This design comes from an exercise in tuning for small area, a short achievable clock period and few clock cycles on the open sky130 flow, not from production work.
Only the layout flow was run in this run; the RTL was not checked for function there.
No activity file was given, so power comes from the tool's default toggle rates.

--- run.sh ---
#!/bin/bash
# synth_recipe.tcl (not shown) runs the flow's synth.tcl, then flattens the netlist and writes it again
# the make line also repeats each setting of config.mk as NAME=value (left out here)
make -C /OpenROAD-flow-scripts/flow DESIGN_CONFIG=/design/flow/config.mk WORK_HOME=/design/flow/orfs CLKGATE_MAP_FILE= SYNTH_SCRIPT=/design/flow/synth_recipe.tcl finish
--- config.mk ---
export PLATFORM = sky130hd
export DESIGN_NAME = SOBEL
export DESIGN_NICKNAME = SOBEL
export VERILOG_FILES = /design/flow/design.v
export SDC_FILE = /design/flow/constraint.sdc
export NUM_CORES = 4
export LEC_CHECK = 0
export CAP_MARGIN = 20
export CORE_MARGIN = 2
export CORE_UTILIZATION = 40
export SLEW_MARGIN = 20
--- constraint.sdc ---
create_clock -name core_clock -period 7.0 [get_ports {clk}]
set_input_delay 1.4000 -clock core_clock [delete_from_list [all_inputs] [get_ports {clk}]]
set_output_delay 1.4000 -clock core_clock [all_outputs]
set_load 0.01 [all_outputs]
--- design.v ---
`timescale 1ns/10ps
module  SOBEL(clk,reset,busy,ready,iaddr,idata,cdata_rd,cdata_wr,caddr_rd,caddr_wr,cwr,crd,csel	);
	input				clk;
	input				reset;
	output  reg			busy;	
	input				ready;	
	output 	reg[16:0]   iaddr;
	input  	[7:0]		idata;	
	input	[7:0]		cdata_rd;
	output	reg [7:0]		cdata_wr;
	output 	[15:0]		caddr_rd;
	output 	 [15:0]		caddr_wr;
	output	reg 		cwr,crd;
	output 	reg [1:0]		csel;
parameter   IDLE = 3'b000,
            R1   = 3'b001,
            R2   = 3'b010,
            R3   = 3'b011,
            SB   = 3'b100,
            SY   = 3'b101,
            SC   = 3'b110,
            END  = 3'b111;
reg [2:0] state;
reg [2:0] next_state;
reg inv;
reg r1_en;
reg r1_done;
reg r2_en;
reg r2_done;
reg r3_en;
reg r3_done;
reg SB_en;
reg SY_en;
reg SC_en;
reg DELAY_en;
reg shift_en;
reg [16:0]row1_cnt;
reg [16:0]row2_cnt;
reg [16:0]row3_cnt;
reg [16:0]row1_cnt_limit;
reg [16:0]row2_cnt_limit;
reg [16:0]row3_cnt_limit;
reg [7:0] buffer[0:8];
reg [10:0]sb_sum;
reg [10:0]sy_sum;
reg [8:0]sc_sum;
reg [10:0]sb_sum_reg;
reg [10:0]sy_sum_reg;
reg [8:0]sc_sum_reg;
reg [16:0]SBY_cnt;
reg [16:0]stop_cnt;
reg stop_en;
reg total_cnt_en;
reg [16:0] total_cnt;
integer a;
reg [7:0]sb_tmp;
reg [7:0]sy_tmp;
reg [1:0]selector;
always @(posedge clk or posedge reset) begin
    if(reset)begin
        state <= IDLE;
    end
    else begin
        state <= next_state;
    end
end
always @(posedge clk or posedge reset)begin
    if(reset)begin
        busy <= 1'b0;
    end
    else begin
        if(ready)begin
            busy <= 1'b1;
        end
        if(SBY_cnt == 17'd65536)begin
            busy <= 1'b0;
        end
    end
end
always @(*) begin
    cwr = 1'b0;
    crd = 1'b0;
    r1_en = 1'b0;
    r1_done = 1'b0;
    r2_en = 1'b0;
    r2_done = 1'b0;
    r3_en = 1'b0;
    r3_done = 1'b0;
    SB_en = 1'b0;
    SY_en = 1'b0;
    SC_en = 1'b0;
    shift_en = 1'b0;
    csel = 2'b0;
    total_cnt_en = 1'b0;
    DELAY_en = 1'b0;
    case(state)
        IDLE:begin
        end
        R1:begin 
            r1_en = 1'b1;  
            if(row1_cnt == row1_cnt_limit) r1_done = 1'b1;
            else r1_done = 1'b0;
            shift_en = 1'b1;
        end
        R2:begin
            r2_en = 1'b1;
            if(row2_cnt == row2_cnt_limit) r2_done = 1'b1;
            else r2_done = 1'b0;
            shift_en = 1'b1;
        end
        R3:begin
            r3_en = 1'b1;
            if(row3_cnt == row3_cnt_limit) r3_done = 1'b1;
            else r3_done = 1'b0;
            shift_en = 1'b1;
        end
        SB:begin
            SB_en = 1'b1;
            if(stop_en) cwr = 1'b0;
            else cwr = 1'b1;
        end
        SY:begin
            SY_en = 1'b1;
            if(stop_en) cwr = 1'b0;
            else cwr = 1'b1;
            csel = 2'b01;
        end
        SC:begin
            SC_en = 1'b1;
            if(stop_en) cwr = 1'b0;
            else cwr = 1'b1;
            csel = 2'b10;
        end
        END:begin
            DELAY_en = 1'b1;
            if(stop_en) cwr = 1'b0;
            else cwr = 1'b1;
            if(inv==1'b1)begin total_cnt_en = 1'b1;end
            else begin total_cnt_en = 1'b0;end
            csel = 2'b11;
        end
    endcase
end
always @(*) begin
    next_state = state;
    case(state)
        IDLE:begin
            next_state = R1;
        end
        R1:begin
            next_state = r1_done ? R2 : R1;
        end
        R2:begin
            next_state = r2_done ? R3 : R2;
        end
        R3:begin
            next_state = r3_done ? SB : R3; 
        end
        SB:begin
            next_state = SY; 
        end
        SY:begin
            next_state = SC;
        end
        SC:begin
            next_state = END;
        end
        END:begin
            if(SBY_cnt != 17'd65536)begin
                if(inv == 1'b1)begin
                    next_state = R1;
                end
                else begin
                    next_state = END;
                end
            end
            else begin
                next_state = IDLE;
            end
        end
    endcase
end
always @(posedge clk or posedge reset)begin
    if(reset)begin
        inv <= 1'b1;
    end
    else begin
        inv <= ~inv;
    end
end
always @(posedge clk or posedge reset)begin
    if(reset)begin
        total_cnt <= 17'b0;
    end
    else begin
        if(total_cnt_en)begin
            total_cnt <= total_cnt + 1'b1;
        end
    end
end
always @(*) begin
    if(total_cnt == stop_cnt || total_cnt == stop_cnt + 1'b1)begin
        stop_en = 1'b1;
    end
    else begin
        stop_en = 1'b0;
    end
end
always @(posedge clk or posedge reset)begin
    if(reset)begin
        stop_cnt <= 17'd256;
    end
    else begin
        if(total_cnt_en)begin
        if(stop_en)begin
            if(total_cnt == stop_cnt + 1'b1)begin
                stop_cnt = stop_cnt+ 17'd258;
            end
        end
        end
    end
end
always @(posedge clk or posedge reset) begin
    if(reset)begin
        row1_cnt_limit <= 17'd2;
    end
    else begin
        if(r1_en)begin
            if(row1_cnt == row1_cnt_limit)begin
                row1_cnt_limit <= row1_cnt_limit + 1'b1;
            end
        end
    end
end
always @(posedge clk or posedge reset) begin
    if(reset)begin
        row1_cnt <= 17'b0;
    end
    else begin
        if(r1_en)begin
            if(row1_cnt < row1_cnt_limit)begin
                row1_cnt <= row1_cnt + 1'b1;
            end
        end
        else begin
            row1_cnt <= row1_cnt_limit - 2'd2;
        end
    end
end
always @(posedge clk or posedge reset)begin
    if(reset)begin
        row2_cnt_limit <= 17'd260; 
    end
    else begin
        if(r2_en)begin
            if(row2_cnt == row2_cnt_limit )begin
                row2_cnt_limit <= row2_cnt_limit + 1'b1;
            end
        end
    end
end
always @(posedge clk or posedge reset)begin
    if(reset)begin
        row2_cnt <= 17'd258;
    end
    else begin
        if(r2_en)begin
            if(row2_cnt < row2_cnt_limit)begin
                row2_cnt <= row2_cnt + 1'b1;
            end
        end
        else begin
            row2_cnt <= row2_cnt_limit - 2'd2;
        end
    end
end
always @(posedge clk or posedge reset) begin
    if(reset)begin
        row3_cnt_limit <= 17'd518;
    end
    else begin
        if(r3_en)begin
            if(row3_cnt == row3_cnt_limit)begin
                row3_cnt_limit <= row3_cnt_limit + 1'b1;
            end
        end
    end
end
always @(posedge clk or posedge reset)begin
    if(reset)begin
        row3_cnt <= 17'd516;
    end
    else begin
        if(r3_en)begin
            if(row3_cnt<row3_cnt_limit)begin
                row3_cnt <= row3_cnt + 1'b1;
            end
        end
        else begin
            row3_cnt <= row3_cnt_limit - 2'd2;
        end
    end
end
always @(*) begin
    if(r1_en)begin
        iaddr = row1_cnt;
    end
    else if(r2_en)begin
        iaddr = row2_cnt;
    end
    else if(r3_en) begin
        iaddr = row3_cnt;
    end
    else begin
        iaddr = 17'b0;
    end
end
always @(posedge clk or posedge reset ) begin
    if(reset)begin
        for(a = 0; a<9 ;a = a+1 )begin
            buffer[a] <= 12'b0;
        end
    end
    else begin
        if(shift_en)begin
            buffer[8] <= idata;
            for(a=0; a<8; a=a+1)begin
                buffer[a] <= buffer[a+1];
            end
        end
    end
end
always @(*) begin
    sb_sum = buffer[0] - buffer[2] + (buffer[3]<<1) - (buffer[5]<<1) + buffer[6] - buffer[8]; 
    sy_sum = buffer[0] + (buffer[1]<<1) + buffer[2] - buffer[6] - (buffer[7]<<1) - buffer[8];
    sc_sum = sb_tmp + sy_tmp;
end
always @(posedge clk or posedge reset) begin
    if(reset)begin
        sb_sum_reg <= 11'b0;
        sy_sum_reg <= 11'b0;
        sc_sum_reg <= 9'b0;
    end
    else begin
        sb_sum_reg <= sb_sum;
        sy_sum_reg <= sy_sum;
        sc_sum_reg <= sc_sum;
    end
end
always @(posedge clk or posedge reset)begin
    if(reset)begin
        SBY_cnt <= 17'b0;
    end
    else begin
        if(total_cnt_en&&~stop_en)begin
            SBY_cnt <= SBY_cnt + 1'b1;
        end
    end
end
always @(posedge clk or posedge reset)begin
    if(reset)begin
        sb_tmp <= 8'b0;
        sy_tmp <= 8'b0;
    end
    else begin
        case(selector)
            2'b01:begin
                if(SC_en)begin sy_tmp <= 8'b0;end
                if(SY_en)begin sb_tmp <= 8'b0;end
            end
            2'b10:begin
                if(SC_en)begin sy_tmp <= 8'hff;end
                if(SY_en)begin sb_tmp <= 8'hff;end
            end
            2'b11:begin
                if(SY_en)begin sb_tmp <= sb_sum[7:0];end
                if(SC_en)begin sy_tmp <= sy_sum[7:0];end
            end
            2'b00:begin
                sy_tmp <= 8'b0;
                sb_tmp <= 8'b0;
            end
        endcase
    end
end
assign caddr_wr = SBY_cnt;
assign caddr_rd = 16'd0;
always @(*) begin
    if(SY_en)begin
        if(sb_sum_reg[10]==1'b1)begin
            cdata_wr = 8'b0;
            selector = 2'b01;
        end
        else begin
            if(sb_sum_reg[9:0]>10'd255)begin
                cdata_wr = 8'hff;
                selector = 2'b10;
            end
            else begin
                cdata_wr = sb_sum_reg[7:0];
                selector = 2'b11;
            end
        end
    end
    else if(SC_en) begin
        if(sy_sum_reg[10]==1'b1)begin
            cdata_wr = 8'b0;
            selector = 2'b01;
        end
        else begin
            if(sy_sum_reg[9:0]>10'd255)begin
                cdata_wr = 8'hff;
                selector = 2'b10;
            end
            else begin
                cdata_wr = sy_sum_reg[7:0];
                selector = 2'b11;
            end
        end
    end
    else if(DELAY_en)begin
        cdata_wr = sc_sum_reg[8:1] + sc_sum_reg[0];
        selector = 2'b00;
    end
    else begin
        cdata_wr = 8'b0;
        selector = 2'b00;
    end
end
endmodule
==> out/qor.txt <==
CTS
--------------------------------------------------------------------------------------
Quantity of gates resized following cts .................................            0
Number of buffers on the longest clock path .............................            3
Number of sinks on the clock net ........................................          276
H-Tree Depth ............................................................            2
CTS Buf Count ...........................................................           35
Hold-fix buffers, CTS ...................................................            0
Root buffer selected by CTS ............................................. sky130_fd_sc_hd__clkbuf_16
Later-pin clock latency in the skew report ..............................       550 ps
CTS tree ................................................................         done
Setup Fix Bufs, Post-CTS ................................................            0
Clock slew at the register clock pins of the worst setup and hold paths .        60 ps

ROUTE
--------------------------------------------------------------------------------------
Detail Route Antenna Nets ...............................................            0
DRC violation total after the first TritonRoute iteration ...............          923
DR vias/cell ............................................................         5.20
WL/cell .................................................................      15.7 um
Sum of routed wire length over all layers ...............................     39500 um
Post-route DRC ..........................................................            0
Via Count ...............................................................        13100
Iteration count of the initial detailed-routing pass ....................            5

CRITICAL PATH
--------------------------------------------------------------------------------------
Worst setup SP type .....................................................         flop
Worst setup startpoint ..................................................     state[0]
Critical-path maximum fanout ............................................           13
Worst setup path category ...............................................   reg -> out
Data arrival time of the critical path ..................................      3170 ps
WP data required ........................................................      5600 ps
Number of cells traversed by the worst register-to-register path ........           16
Reg-to-reg startpoint ................................................... buffer[0][0]
Crit path capture type ..................................................  output port

WORST HOLD PATH
--------------------------------------------------------------------------------------
Startpoint of the lowest-slack hold path ................................          inv
Instance count along the most critical hold path ........................            1
Worst hold path class ...................................................   reg -> reg

POWER AND IR DROP
--------------------------------------------------------------------------------------
Leakage .................................................................      8.68 nW
PwrDens .................................................................  220 mW/mm^2
Peak VDD IR .............................................................     0.219 mV

SYNTHESIS
--------------------------------------------------------------------------------------
Proportion of synthesized chip area in sequential cells .................        38.8%
Unique cell type count in the Yosys netlist .............................           68
Synth Register Bits .....................................................          276
Dominant cells by area after synthesis .................................. sky130_fd_sc_hd__dfrtp_1, sky130_fd_sc_hd__ha_1, sky130_fd_sc_hd__xnor2_1
Proportion of netlist area held by the largest area contributor .........        37.0%
Async set or reset register ratio after synthesis .......................         100%
Instance count of the mapped netlist ....................................         1872
Average cell area after synthesis .......................................   9.54 sq um
Total standard cell area after synthesis ................................ 0.0179 sq mm
Yosys top cell by area .................................................. sky130_fd_sc_hd__dfrtp_1
Post-synth top cells .................................................... sky130_fd_sc_hd__dfrtp_1, sky130_fd_sc_hd__inv_1, sky130_fd_sc_hd__xnor2_1, sky130_fd_sc_hd__nand2_1, sky130_fd_sc_hd__nor2_1
Synth Warn # ............................................................            2
Prevailing post-synth register cell ..................................... sky130_fd_sc_hd__dfrtp_1
Count of flip-flops with a built-in enable after synthesis ..............            0
Count leader, synth ..................................................... sky130_fd_sc_hd__dfrtp_1

FINAL LAYOUT
--------------------------------------------------------------------------------------
Most flop-heavy register ................................................       buffer
Number of flip-flops in the largest register ............................           72
Ratio of cells with drive above 1 in the final layout ...................        8.20%
Total number of nets in the final design ................................         2092
Antenna cells ...........................................................            0
Relative area change from synthesis to final layout .....................        12.1%

FLOORPLAN
--------------------------------------------------------------------------------------
X dimension of the die ..................................................       215 um
I/O pin count ...........................................................           81
Standard-cell rows ......................................................           77
Core box area ........................................................... 0.0441 sq mm
Die area ................................................................ 0.0464 sq mm
Die height ..............................................................       215 um
Starting Density ........................................................        40.5%

TIMING
--------------------------------------------------------------------------------------
Fraction of the cycle the final worst path needs ........................        65.3%
Total Neg Setup Slack ...................................................         0 ps
Slew margin rel. ........................................................        37.3%
Final setup violation count .............................................            0
Top achievable clock speed ..............................................      219 MHz
Final hold viol count ...................................................            0
Post-layout minimum cycle time ..........................................      4570 ps
Post-Route Skew .........................................................      20.7 ps
Count of final max-slew check failures ..................................            0
Worst hold margin .......................................................       465 ps
Slew at the pin closest to its max-slew limit ...........................       938 ps
Unrepaired setup endpoints after global routing .........................           no

GRT
--------------------------------------------------------------------------------------
Maximum number of pins on one net before global-route repair ............          155
Remaining Overflow, GRT .................................................            0
GRT Resource Usage Total ................................................        17.5%
First-pass GRT wire length ..............................................     67000 um
Number of antenna violations at the first check in global routing .......            0
Number of global-route vias before repair ...............................        13100

JOB
--------------------------------------------------------------------------------------
Number of max-cap violations ............................................            0

PLACE
--------------------------------------------------------------------------------------
Buffers added on ports ..................................................           55
Final GP Congestion .....................................................        0.850
Detail Placement HPWL ...................................................     29500 um

OUTCOME
--------------------------------------------------------------------------------------
Outcome ................................................................. complete, no violations

## area by class of cell
type                    count  area, sq um
repair buffers             69          666
clock inverters            16          206
inverters                 207          781
multi-input cells        1312         9740
clock buffers              47          971
flip-flops and latches    276         6920
well taps                 592          741
fillers                  4284        24100
## metal layers
metal | GRT usage [%] | share of wire [%] | up-vias
met3 | 2.41 | 3.6 | 58
li1 | - | - | 6457
met2 | 29.0 | 48 | 216
met4 | 5.77 | 2.5 | 0
met1 | 23.6 | 46 | 6371
met5 | 0 | 0 | -
## layout by cell type (no fill, tap or decap), types with 6 or more instances in the layout
master and count:
sky130_fd_sc_hd__xor2_1 23, sky130_fd_sc_hd__clkbuf_16 35, sky130_fd_sc_hd__o31ai_1 22, sky130_fd_sc_hd__or4_1 21
sky130_fd_sc_hd__fa_1 56, sky130_fd_sc_hd__mux2_2 52, sky130_fd_sc_hd__and2_1 10, sky130_fd_sc_hd__clkdlybuf4s50_1 55
sky130_fd_sc_hd__o21ai_0 101, sky130_fd_sc_hd__dfstp_2 12, sky130_fd_sc_hd__a21o_1 11, sky130_fd_sc_hd__a22oi_1 20
sky130_fd_sc_hd__xnor2_1 160, sky130_fd_sc_hd__nor2b_1 9, sky130_fd_sc_hd__and4_1 6, sky130_fd_sc_hd__mux2i_1 8
sky130_fd_sc_hd__dfrtp_1 264, sky130_fd_sc_hd__a31oi_1 26, sky130_fd_sc_hd__ha_1 116, sky130_fd_sc_hd__and3_1 27
sky130_fd_sc_hd__clkbuf_1 7, sky130_fd_sc_hd__o21a_1 16, sky130_fd_sc_hd__nor3_1 43, sky130_fd_sc_hd__or2_2 11
sky130_fd_sc_hd__inv_1 206, sky130_fd_sc_hd__o211ai_1 11, sky130_fd_sc_hd__conb_1 17, sky130_fd_sc_hd__nor4_1 20
sky130_fd_sc_hd__or3_1 10, sky130_fd_sc_hd__buf_4 12, sky130_fd_sc_hd__a21oi_1 49, sky130_fd_sc_hd__nand2b_1 6
sky130_fd_sc_hd__nand4_1 52, sky130_fd_sc_hd__nand3_1 65, sky130_fd_sc_hd__o22ai_1 9, sky130_fd_sc_hd__nor2_1 133
sky130_fd_sc_hd__nand2_1 133, sky130_fd_sc_hd__a211oi_1 16
## critical path, cell delays in order (launching register included)
cell	delay, ps
sky130_fd_sc_hd__dfrtp_1	430
sky130_fd_sc_hd__and2_0	290
sky130_fd_sc_hd__nand2b_1	360
sky130_fd_sc_hd__nor2_1	520
sky130_fd_sc_hd__o21ai_0	210
sky130_fd_sc_hd__o211ai_1	200
sky130_fd_sc_hd__clkdlybuf4s50_1	600
## metrics by stage
step	utilization, %	instance area, sq um	instances	power [mW]	setup slack [ps]
floorplan	-	17900	1888	2.42	1960
global placement	42.7	18800	2455	2.61	2910
detailed placement	42.7	18800	2456	2.63	2860
CTS	45.4	20000	2519	4.49	2390
global route	45.4	20000	2519	4.68	2180
finish	45.4	20000	2519	4.41	2430
## cell families (layout without fill, tap and decap cells)
family | Yosys count | in the layout | share of synthesized area, %
XOR/XNOR | 184 | 184 | 9.06
AO/OA/AOI/OAI | 317 | 317 | 11.2
AND/OR/NAND/NOR | 562 | 562 | 15.7
flip-flops | 276 | 276 | 38.8
multiplexers | 60 | 60 | 3.73
buffers and inverters | 300 | 339 | 7.15
adder cells (fa/ha/maj) | 172 | 172 | 14.4
other | 1 | 17 | 0.0210
## path summary, 6_finish.rpt
| check | to | slack (ps) |
|---|---|---|
| setup reg to reg | sb_sum_reg[10] | 2860 |
| hold reg to reg | inv | 460 |
| max in group asynchronous | stop_cnt[4] | 4120 |
| setup / recovery | cdata_wr[3] | 2430 |
| min in group asynchronous | sc_sum_reg[4] | 1150 |
| hold / removal | inv | 460 |
## where the power goes
group          switching, mW  internal [mW]  leakage, nW
logic                  0.506          0.354         4.76
clock network          0.725           1.10        0.566
registers             0.0370           1.69         3.35
total                   1.27           3.15         8.68

## what the ideal ports hide
The flow's constraints put no driver on any port. The routed layout listed below was extracted and timed again, unchanged, in two steps. Step 1 assumes that a clkbuf_16 drives the clock port and a buf_2 every other input. Step 2 moves the port delays by t, midway between the first and last clock arrival at a register: inputs arrive t later, outputs are due t later. That takes back most of the time a late clock gives input paths. Slacks: ideal ports / drivers / drivers and shift; pairs: ideal ports / drivers.
shift t [ns]: 0.590
slack for setup (ns): 2.427 / 2.377 / 2.865
latest minus earliest clock arrival (ns): 0.022 / 0.022
After both steps this run still meets setup and hold. The setup slack of this run moves by -0.050 ns with the drivers and by +0.438 ns with both steps.
